Source: an optimization exercise on an open RTL-to-GDS flow (aim: small area and a short achievable clock period). Production flows keep margins and buffers that such runs may drop. The RTL was checked by simulation tests, not by an equivalence proof against the original design. The clock port is modelled as an ideal driver; clocking choices that lean on that would not hold on a real chip.

Setup of job 2000:
==> flow/design.v (excerpt) <==
module alu_top (
    input  wire        clk,
    input  wire [31:0] a,
    input  wire [31:0] b,
    input  wire [3:0]  opcode,
    output wire [31:0] result,
    output wire        zero_flag,
    output wire        carry_flag,
    output wire        sign_flag,
    output wire        overflow_flag
);
For scale: roughly 0.019 mm^2 of cells after synthesis.
Settings: LEC_CHECK=0, CAP_MARGIN=20, CORE_MARGIN=2, CORE_UTILIZATION=40, SLEW_MARGIN=20; clock period 12.0 ns.
standard.sh (not shown) runs the stock make flow with config.mk's settings and CLKGATE_MAP_FILE= SYNTH_SCRIPT=/design/flow/synth_recipe.tcl, a recipe that flattens the netlist after the stock synthesis.
==> flow/flow/run.sh <==
#!/bin/bash
# Standard layout (the standard.sh, unchanged synthesis), with
#  - the smallest buffer cell for the port buffers.
# The SDC and the clock period are the standard flow's.
cp standard.sh standard_sh.txt
bash standard.sh SETUP_SLACK_MARGIN=7 "BUFFER_PORTS_ARGS=-buffer_cell sky130_fd_sc_hd__buf_1" finish > standard.log 2>&1
Job 2000 has completed all stages; timing, DRC and antenna checks passed.
## Diff of input files: job 4446 against job 2000
==> flow/flow/run.sh <==
#!/bin/bash
cp standard.sh standard_sh.txt
export SETUP_SLACK_MARGIN=${MARGIN:-7}
bash standard.sh > standard.log 2>&1
Results
- Run comparison: job 2000 launch point of the critical path x_q[20]; job 4446 launch point of the critical path x_q[17]
- Going from job 2000 to job 4446, wire length went up by about 1.1%, final critical-path share of the clock period rose by 0.16 points, share of synthesized cell area in and, or, nand and nor gates closely matched the old numbers, final standard cell area without fillers rose by about 5%.
- Job 4446 vs job 2000: setup slack down in job 4446
- Job 2000 has a higher sequential share of cell area than job 4446.
- Job 2000 reports its end point of the critical path as res_q[28] while job 4446 reports res_q[30].
- Post-layout instance count excluding filler cells in job 4446 vs job 2000: up about 1.1%
- For the clock distribution area overhead in the final layout, job 4446 came in 0.25 points lower than job 2000 did.
Here is what was changed in the inputs of job 5784 compared with job 4446.
==> flow/flow/run.sh <==
#!/bin/bash
# Standard layout (the standard.sh, unchanged synthesis), with
#  - the smallest buffer cell for the port buffers.
# The SDC and the clock period are the standard flow's.
cp standard.sh standard_sh.txt
bash standard.sh SETUP_SLACK_MARGIN=6 "BUFFER_PORTS_ARGS=-buffer_cell sky130_fd_sc_hd__buf_1" finish > standard.log 2>&1
[summary]
Relative to job 4446, register-to-register slack has decreased by 0.33 ns in job 5784.
Pin count of the biggest net entering global routing in job 5784 is 3 higher than in job 4446
Job 5784 ended with every stage complete and zero timing, DRC or antenna violations.
The higher met3 layer usage reported by global route came out of job 4446.

alu_top, a different RTL version from the one above (not shown whole).
Size: roughly 1800 cells after synthesis, about 120 flip-flops, about 110 I/O pins, ~0.017 mm² of cells after synthesis.
==> flow/config.mk <==
export PLATFORM = sky130hd
export DESIGN_NAME = alu_top
export DESIGN_NICKNAME = alu_top
export VERILOG_FILES = /design/flow/design.v
export SDC_FILE = /design/flow/constraint.sdc
export NUM_CORES = 4
export LEC_CHECK = 0
export CAP_MARGIN = 20
export CORE_MARGIN = 2
export CORE_UTILIZATION = 40
export SLEW_MARGIN = 20
==> flow/constraint.sdc <==
create_clock -name core_clock -period 12.0 [get_ports {clk}]
set_input_delay 2.4000 -clock core_clock [delete_from_list [all_inputs] [get_ports {clk}]]
set_output_delay 2.4000 -clock core_clock [all_outputs]
set_load 0.01 [all_outputs]
==> flow/flow/run.sh <==
#!/bin/bash
# The standard layout (standard.sh), with these changes:
#  - synthesis without the early generic "abc -fast" pass, so that the full
#    adders written in the RTL reach extract_fa as written (no inverters
#    between adder cells); registers are unchanged,
#  - after clock tree synthesis, flow/skew.tcl delays the clock of the second
#    register stage (useful skew for the paths between the two stages),
#  - the smallest buffer cell for the port buffers.
# The SDC and the clock period are the standard flow's. Each tool's output goes to the
# ORFS logs under orfs/logs; make's own output to standard.log.
cp standard.sh standard_sh.txt
bash standard.sh SYNTH_ARGS=-noabc SETUP_SLACK_MARGIN=6.8 \
  "BUFFER_PORTS_ARGS=-buffer_cell sky130_fd_sc_hd__buf_1" \
  POST_CTS_TCL=$PWD/flow/skew.tcl \
  "SKEW_CHAIN=sky130_fd_sc_hd__clkdlybuf4s50_1 sky130_fd_sc_hd__clkbuf_4" \
  finish > standard.log 2>&1
==> flow/flow/skew.tcl <==
# Sourced by ORFS after clock tree synthesis (POST_CTS_TCL).
# Delays the clock of the second register stage (the registers written from
# the multiplier and adder) by a short buffer chain, so that the paths between
# the two register stages get more of the cycle. The registers' clock stays a
# buffered branch of the same clock tree; input and output paths only lose
# time from this.
set stage2_re {^(res_q|cy_q|ovp_q|ari_q)(\[|\$)}
set chain $::env(SKEW_CHAIN)

set db [ord::get_db]
set block [ord::get_db_block]

set groups [dict create]
foreach inst [$block getInsts] {
  if { [regexp $stage2_re [$inst getName]] } {
    set it [$inst findITerm CLK]
    dict lappend groups [[$it getNet] getName] $inst
  }
}

set k 0
dict for {netname insts} $groups {
  set net [$block findNet $netname]
  set sx 0
  set sy 0
  foreach i $insts {
    set loc [$i getLocation]
    set sx [expr { $sx + [lindex $loc 0] }]
    set sy [expr { $sy + [lindex $loc 1] }]
  }
  set n [llength $insts]
  set cx [expr { int($sx / $n) }]
  set cy [expr { int($sy / $n) }]
  set prev $net
  set j 0
  foreach cell $chain {
    set m [$db findMaster $cell]
    set b [odb::dbInst_create $block $m "skewbuf_${k}_${j}"]
    set nn [odb::dbNet_create $block "skewclk_${k}_${j}"]
    $nn setSigType CLOCK
    [$b findITerm A] connect $prev
    [$b findITerm X] connect $nn
    $b setLocation $cx $cy
    $b setPlacementStatus PLACED
    set prev $nn
    incr j
  }
  foreach i $insts {
    set it [$i findITerm CLK]
    $it disconnect
    $it connect $prev
  }
  puts "skew: group $k on $netname: $n registers"
  incr k
}
global_connect

detailed_placement
estimate_parasitics -placement
report_worst_slack -max
report_worst_slack -min
repair_timing_helper
detailed_placement
check_placement -verbose
estimate_parasitics -placement
report_worst_slack -max
report_worst_slack -min
report_checks -from [all_inputs] -to [all_registers -data_pins] -format end
report_checks -from [all_registers -clock_pins] -to [all_registers -data_pins] -format end
report_checks -from [all_registers -clock_pins] -to [all_outputs] -format end
Next try:
--- a/flow/flow/run.sh
+++ b/flow/flow/run.sh
@@ -7,3 +7,5 @@
 #    register stage (useful skew for the paths between the two stages),
-#  - the smallest buffer cell for the port buffers.
+#  - the smallest buffer cell for the port buffers,
+#  - no gate cloning in timing repair,
+#  - no dummy loads in clock tree synthesis.
 # The SDC and the clock period are the standard flow's. Each tool's output goes to the
@@ -11,4 +13,5 @@
 cp standard.sh standard_sh.txt
-bash standard.sh SYNTH_ARGS=-noabc SETUP_SLACK_MARGIN=6.8 \
+bash standard.sh SYNTH_ARGS=-noabc SETUP_SLACK_MARGIN=7.3 SKIP_GATE_CLONING=1 \
   "BUFFER_PORTS_ARGS=-buffer_cell sky130_fd_sc_hd__buf_1" \
+  "CTS_ARGS=-sink_clustering_enable -repair_clock_nets -dont_use_dummy_load" \
   POST_CTS_TCL=$PWD/flow/skew.tcl \
--- a/flow/flow/skew.tcl
+++ b/flow/flow/skew.tcl
@@ -6,3 +6,3 @@
 # time from this.
-set stage2_re {^(res_q|cy_q|ovp_q|ari_q)(\[|\$)}
+set stage2_re {^(res_q|cy_q|ovp_q|ari_q)(\\?\[|\$)}
 set chain $::env(SKEW_CHAIN)
CAP_MARGIN = 0   (was 20)
CORE_UTILIZATION = 55   (was 40)
SLEW_MARGIN = 0   (was 20)
Result:
- global-route usage goes up by 14 points
- critical path depth went down by 3
- synthesized cell count stays the same

[what the ideal ports hide]
The flow's constraints put no driver on any port. The routed layouts listed below were extracted and timed again, unchanged, in two steps. Step 1, drivers: a clkbuf_16 drives clk and a buf_2 each remaining input, both assumed. Step 2, shift: input delay + t, output delay - t, t = (earliest + latest rising clock arrival at the registers) / 2. This alone moves slack from input paths to output paths. a / b / c = ideal ports / drivers / drivers and shift; a / b = the first two.
| run | shift t [ns] | slack for setup (ns) | clock arrival spread, ns | slew at the worst register clock pin (ns) |
|---|---|---|---|---|
| job 2000 | 0.509 | 6.442 / 6.442 / 6.442 | 0.029 / 0.028 | 0.08 / 0.08 |
| job 4446 | 0.522 | 6.423 / 6.423 / 6.423 | 0.035 / 0.035 | 0.08 / 0.08 |
| job 5784 | 0.505 | 6.093 / 6.093 / 6.093 | 0.016 / 0.016 | 0.07 / 0.07 |
| the first run of note 2 | 0.819 | 6.713 / 6.713 / 6.713 | 0.669 / 0.669 | 0.07 / 0.07 |
| the second run of note 2 | 0.768 | 7.295 / 7.295 / 6.867 | 0.638 / 0.638 | 0.08 / 0.08 |
Clock arrivals are far apart in the first run of note 2 and the second run of note 2, so t is only a midpoint there and step 2 fits no single register. For the second run of note 2, which loses most, drivers alone change the setup slack by 0.000 ns; drivers and shift together by -0.428 ns.
